From an optimization exercise on the open Yosys and OpenROAD flow, aimed at small area; shortcuts taken in it are not production practice.
The RTL was checked by simulation tests, not by an equivalence proof against the original design.

== run A ==
## MatchingGame
module MatchingGame(
    input clk,
    input rst,
    input btnU,
    input btnD,
    input btnL,
    input btnR,
    input btnS,
	output [7:0] rgb,
	output hsync,
	output vsync,
	output [7:0] C,   
    output [3:0] AN   
    );
For scale: roughly 1,800 cells after synthesis, ~220 flip-flops.
clock: 50.0 ns
lec_check: 0
abc_area: 1
cap_margin: 20
core_margin: 2
core_utilization: 70
cts_buf_list: sky130_fd_sc_hd__clkbuf_8
cts_cluster_diameter: 100
cts_cluster_size: 12
slew_margin: 20
run.sh (not shown) runs the stock make flow with config.mk's settings and CLKGATE_MAP_FILE= SYNTH_SCRIPT=/design/flow/synth_recipe.tcl, a recipe that flattens the netlist after the stock synthesis.
> inputs changed (run A -> run B)
- CORE_UTILIZATION now 85, was 70
- ABC_AREA no longer set, was 1
==> flow/flow/run.sh (new file) <==
#!/bin/bash
# The standard layout, with two changes to how it is made:
#  - the port buffers are the smallest buffer cell;
#  - after floorplanning, every logic cell that synthesis gave a stronger drive
#    than it needs is put back to the smallest cell of its kind (the design has
#    lots of slack); placement's own repair then resizes whatever still needs it.
set -euo pipefail
export BUFFER_PORTS_ARGS="-buffer_cell sky130_fd_sc_hd__buf_1"
bash standard.sh floorplan > standard_floorplan.log 2>&1
openroad -no_init -exit flow/downsize.tcl > downsize.log 2>&1
bash standard.sh > standard.log 2>&1
==> flow/flow/downsize.tcl (new file) <==
# Swap each logic cell for the smallest cell of the same kind (same function and
# pins, drive strength _0/_1/_2), in the floorplan database, before placement.
set odb_file orfs/results/sky130hd/MatchingGame/base/2_floorplan.odb
read_db $odb_file
set db [ord::get_db]
set block [ord::get_db_block]
set n 0
set saved 0
foreach inst [$block getInsts] {
  set m [$inst getMaster]
  set name [$m getName]
  if {![regexp {^(sky130_fd_sc_hd__[a-z0-9]+)_([0-9]+)$} $name -> base drive]} { continue }
  if {[regexp {clk|dly|tap|fill|decap|conb|df|dl|sdf|probe|lpflow|diode} $base]} { continue }
  set bestM $m
  set bestA [expr {[$m getWidth] * [$m getHeight]}]
  set a0 $bestA
  foreach d {0 1 2} {
    set c [$db findMaster ${base}_$d]
    if {$c eq "NULL" || $c eq ""} { continue }
    set a [expr {[$c getWidth] * [$c getHeight]}]
    if {$a < $bestA} {
      set bestM $c
      set bestA $a
    }
  }
  if {$bestM ne $m} {
    $inst swapMaster $bestM
    incr n
    set saved [expr {$saved + $a0 - $bestA}]
  }
}
puts "downsized $n instances, [expr {$saved / 1e6}] um2"
write_db $odb_file
==> flow/standard.sh (new file) <==
#!/bin/bash
# synth_recipe.tcl (not shown) runs the flow's synth.tcl, then flattens the netlist and writes it again
# the make line also repeats each setting of config.mk as NAME=value (left out here)
make -C /OpenROAD-flow-scripts/flow DESIGN_CONFIG=/design/flow/config.mk WORK_HOME=/design/flow/orfs CLKGATE_MAP_FILE= SYNTH_SCRIPT=/design/flow/synth_recipe.tcl "${@:-finish}"
removed: flow/run.sh
Run B: all stages complete, timing, DRC and antenna checks passed. Between run A and run B, total routed wirelength increased. On run B: pin count of the biggest net entering global routing is 19% lower than what run A gave.
Here is what was changed in the inputs of run C compared with run B.
- an added ABC_AREA of 1
- a change of CORE_UTILIZATION from 85 to 70
==> comparison <==
Sort run B and run C by clock buffer instance count of the final layout desc -> top: run B. Run C vs. run B: worst setup margin went up by 0.74 ns. Taking run C as 1.0, run B lands at 0.868 on net count reported at finish. Taking run B as the reference point, the multi-input logic portion of the cell area of run C falls by 4.0 points. met3 usage down 3.8 points in run C wrt run B. Run C | stages: all done | timing, DRC, antenna: all pass. Across both runs, achievable clock frequency was higher for run C than for run B. Changes observed in run C relative to run B: multiplexer area fraction after synthesis down 2.7 points; signed area change from the synthesized netlist to the final layout down 0.19 points; number of stages on the worst setup path up 3.9%.

## job 2270
MatchingGame again, from the RTL that the note above started with.
==> flow/config.mk <==
export PLATFORM = sky130hd
export DESIGN_NAME = MatchingGame
export DESIGN_NICKNAME = MatchingGame
export VERILOG_FILES = /design/flow/design.v
export SDC_FILE = /design/flow/constraint.sdc
export NUM_CORES = 4
export LEC_CHECK = 0
export ABC_AREA = 1
export CAP_MARGIN = 20
export CORE_MARGIN = 2
export CORE_UTILIZATION = 70
export CTS_BUF_LIST = sky130_fd_sc_hd__clkbuf_8
export CTS_CLUSTER_DIAMETER = 100
export CTS_CLUSTER_SIZE = 12
export SLEW_MARGIN = 20
==> flow/constraint.sdc <==
create_clock -name core_clock -period 50.0 [get_ports {clk}]
set_input_delay 10.0000 -clock core_clock [delete_from_list [all_inputs] [get_ports {clk}]]
set_output_delay 10.0000 -clock core_clock [all_outputs]
set_load 0.01 [all_outputs]
standard.sh (not shown) runs the stock make flow with config.mk's settings and CLKGATE_MAP_FILE= SYNTH_SCRIPT=/design/flow/synth_recipe.tcl, a recipe that flattens the netlist after the stock synthesis.
==> flow/flow/run.sh <==
#!/bin/bash
# Standard layout, with the port buffers made from the smallest buffer cell.
set -euo pipefail
export BUFFER_PORTS_ARGS="-buffer_cell sky130_fd_sc_hd__buf_1"
bash standard.sh > standard.log 2>&1
Input-level comparison between job 5835 and job 2270:
- ABC_AREA no longer set, was 1
==> flow/run.sh (new file) <==
#!/bin/bash
# synth_recipe.tcl (not shown) runs the flow's synth.tcl, then flattens the netlist and writes it again
# the make line also repeats each setting of config.mk as NAME=value (left out here)
make -C /OpenROAD-flow-scripts/flow DESIGN_CONFIG=/design/flow/config.mk WORK_HOME=/design/flow/orfs CLKGATE_MAP_FILE= SYNTH_SCRIPT=/design/flow/synth_recipe.tcl finish
removed: flow/flow/run.sh
removed: flow/standard.sh
Notes after the runs:
- Row data arrival time of the critical path: job 5835 higher / job 2270 lower
- Of job 5835 and job 2270, the higher portion of the layout cell area used by non-clock buffers belongs to job 5835.
- On number of unique standard cell types used by synthesis: between job 5835 and job 2270, it ends up higher for job 5835.
- Job 2270 ended up with inv_1 as its most common cell after layout, fill and taps aside; job 5835 ended up with dfxtp_1.
- Hold slack sits lower in job 5835 than in job 2270.
- Job 5835: clock buffer count in the final layout higher than job 2270
Setup changes, job 5835 to job 2160
- swapping 20 for 0 in SLEW_MARGIN
- swapping 20 for 0 in CAP_MARGIN
==> flow/flow/run.sh (new file) <==
#!/bin/bash
# The standard layout, with two changes to how it is made:
#  - the port buffers are the smallest buffer cell;
#  - after floorplanning, every logic cell that synthesis gave a stronger drive
#    than it needs is put back to the smallest cell of its kind (the design has
#    lots of slack); placement's own repair then resizes whatever still needs it.
set -euo pipefail
export BUFFER_PORTS_ARGS="-buffer_cell sky130_fd_sc_hd__buf_1"
bash standard.sh floorplan > standard_floorplan.log 2>&1
openroad -no_init -exit flow/downsize.tcl > downsize.log 2>&1
bash standard.sh > standard.log 2>&1
==> flow/flow/downsize.tcl (new file) <==
# Swap each logic cell for the smallest cell of the same kind (same function and
# pins, drive strength _0/_1/_2), in the floorplan database, before placement.
set odb_file orfs/results/sky130hd/MatchingGame/base/2_floorplan.odb
read_db $odb_file
set db [ord::get_db]
set block [ord::get_db_block]
set n 0
set saved 0
foreach inst [$block getInsts] {
  set m [$inst getMaster]
  set name [$m getName]
  if {![regexp {^(sky130_fd_sc_hd__[a-z0-9]+)_([0-9]+)$} $name -> base drive]} { continue }
  if {[regexp {clk|dly|tap|fill|decap|conb|df|dl|sdf|probe|lpflow|diode} $base]} { continue }
  set bestM $m
  set bestA [expr {[$m getWidth] * [$m getHeight]}]
  set a0 $bestA
  foreach d {0 1 2} {
    set c [$db findMaster ${base}_$d]
    if {$c eq "NULL" || $c eq ""} { continue }
    set a [expr {[$c getWidth] * [$c getHeight]}]
    if {$a < $bestA} {
      set bestM $c
      set bestA $a
    }
  }
  if {$bestM ne $m} {
    $inst swapMaster $bestM
    incr n
    set saved [expr {$saved + $a0 - $bestA}]
  }
}
puts "downsized $n instances, [expr {$saved / 1e6}] um2"
write_db $odb_file
==> flow/standard.sh (new file) <==
#!/bin/bash
# synth_recipe.tcl (not shown) runs the flow's synth.tcl, then flattens the netlist and writes it again
# the make line also repeats each setting of config.mk as NAME=value (left out here)
make -C /OpenROAD-flow-scripts/flow DESIGN_CONFIG=/design/flow/config.mk WORK_HOME=/design/flow/orfs CLKGATE_MAP_FILE= SYNTH_SCRIPT=/design/flow/synth_recipe.tcl "${@:-finish}"
removed: flow/run.sh
Findings:
Every stage of the flow completed for job 2160, and the final layout passed the timing, design-rule and antenna checks.
Job 5835 -> job 2160: sum of negative setup slack delta 0, exact match
Taking job 5835 as the reference, in job 2160 minimum period implied by the final worst setup slack lost 50 ps, clock network area share was more or less identical, worst setup slack after layout now larger, utilization after layout -0.99 points.
Diff job 5835 -> job 2160: sequential share of cell area saw an increase, worst-case clock skew saw little to no change, total length of routed wires saw an increase.
Between job 2160 and job 5835, the share of the cycle needed by the critical path after routing does not differ in any meaningful way.
Job 5835 → job 2160: cell area after layout now sits lower.
Input-level comparison between job 6019 and job 2160:
- a change of CAP_MARGIN from 0 to 20
- a change of SLEW_MARGIN from 0 to 20
## What came out
- Job 6019 went all the way through synthesis, placement and routing and the layout is clean on timing, DRC and antenna.
- First-iteration DRC count ended up 42 higher on job 6019 than on job 2160.
- On met2 wire length, job 6019 tracks job 2160 almost exactly.
- There was hardly any difference in hold slack between job 6019 and job 2160.

-- re-timing with driven ports --
How much do the figures lean on ideal ports? The routed layouts below were timed once more, with nothing changed but the port constraints.
Step 1 sets driving cells, clkbuf_16 on the clock port and buf_2 on the other inputs (assumed; they add their load-dependent delay and slew).
Step 2 adds t to the input delays and takes it off the output delays; t is the mean of the earliest and latest rising clock arrival at the registers after step 1. Input paths then give back, and output paths get back, about the clock's delay inside the block.
a / b / c = ideal ports / drivers / drivers and shift; a / b = the first two.
| run | shift t [ns] | slack for setup (ns) | worst setup path after step 2 |
|---|---|---|---|
| run A | 0.584 | 27.796 / 27.796 / 27.796 | register to register |
| run B | 0.566 | 27.122 / 27.122 / 27.122 | register to register |
| run C | 0.591 | 27.860 / 27.860 / 27.860 | register to register |
| job 2270 | 0.583 | 27.880 / 27.880 / 27.880 | register to register |
| job 5835 | 0.578 | 27.598 / 27.598 / 27.598 | register to register |
| job 2160 | 0.571 | 27.647 / 27.647 / 27.647 | register to register |
| job 6019 | 0.573 | 27.626 / 27.626 / 27.626 | register to register |
After both steps setup and hold are still met in every run listed.
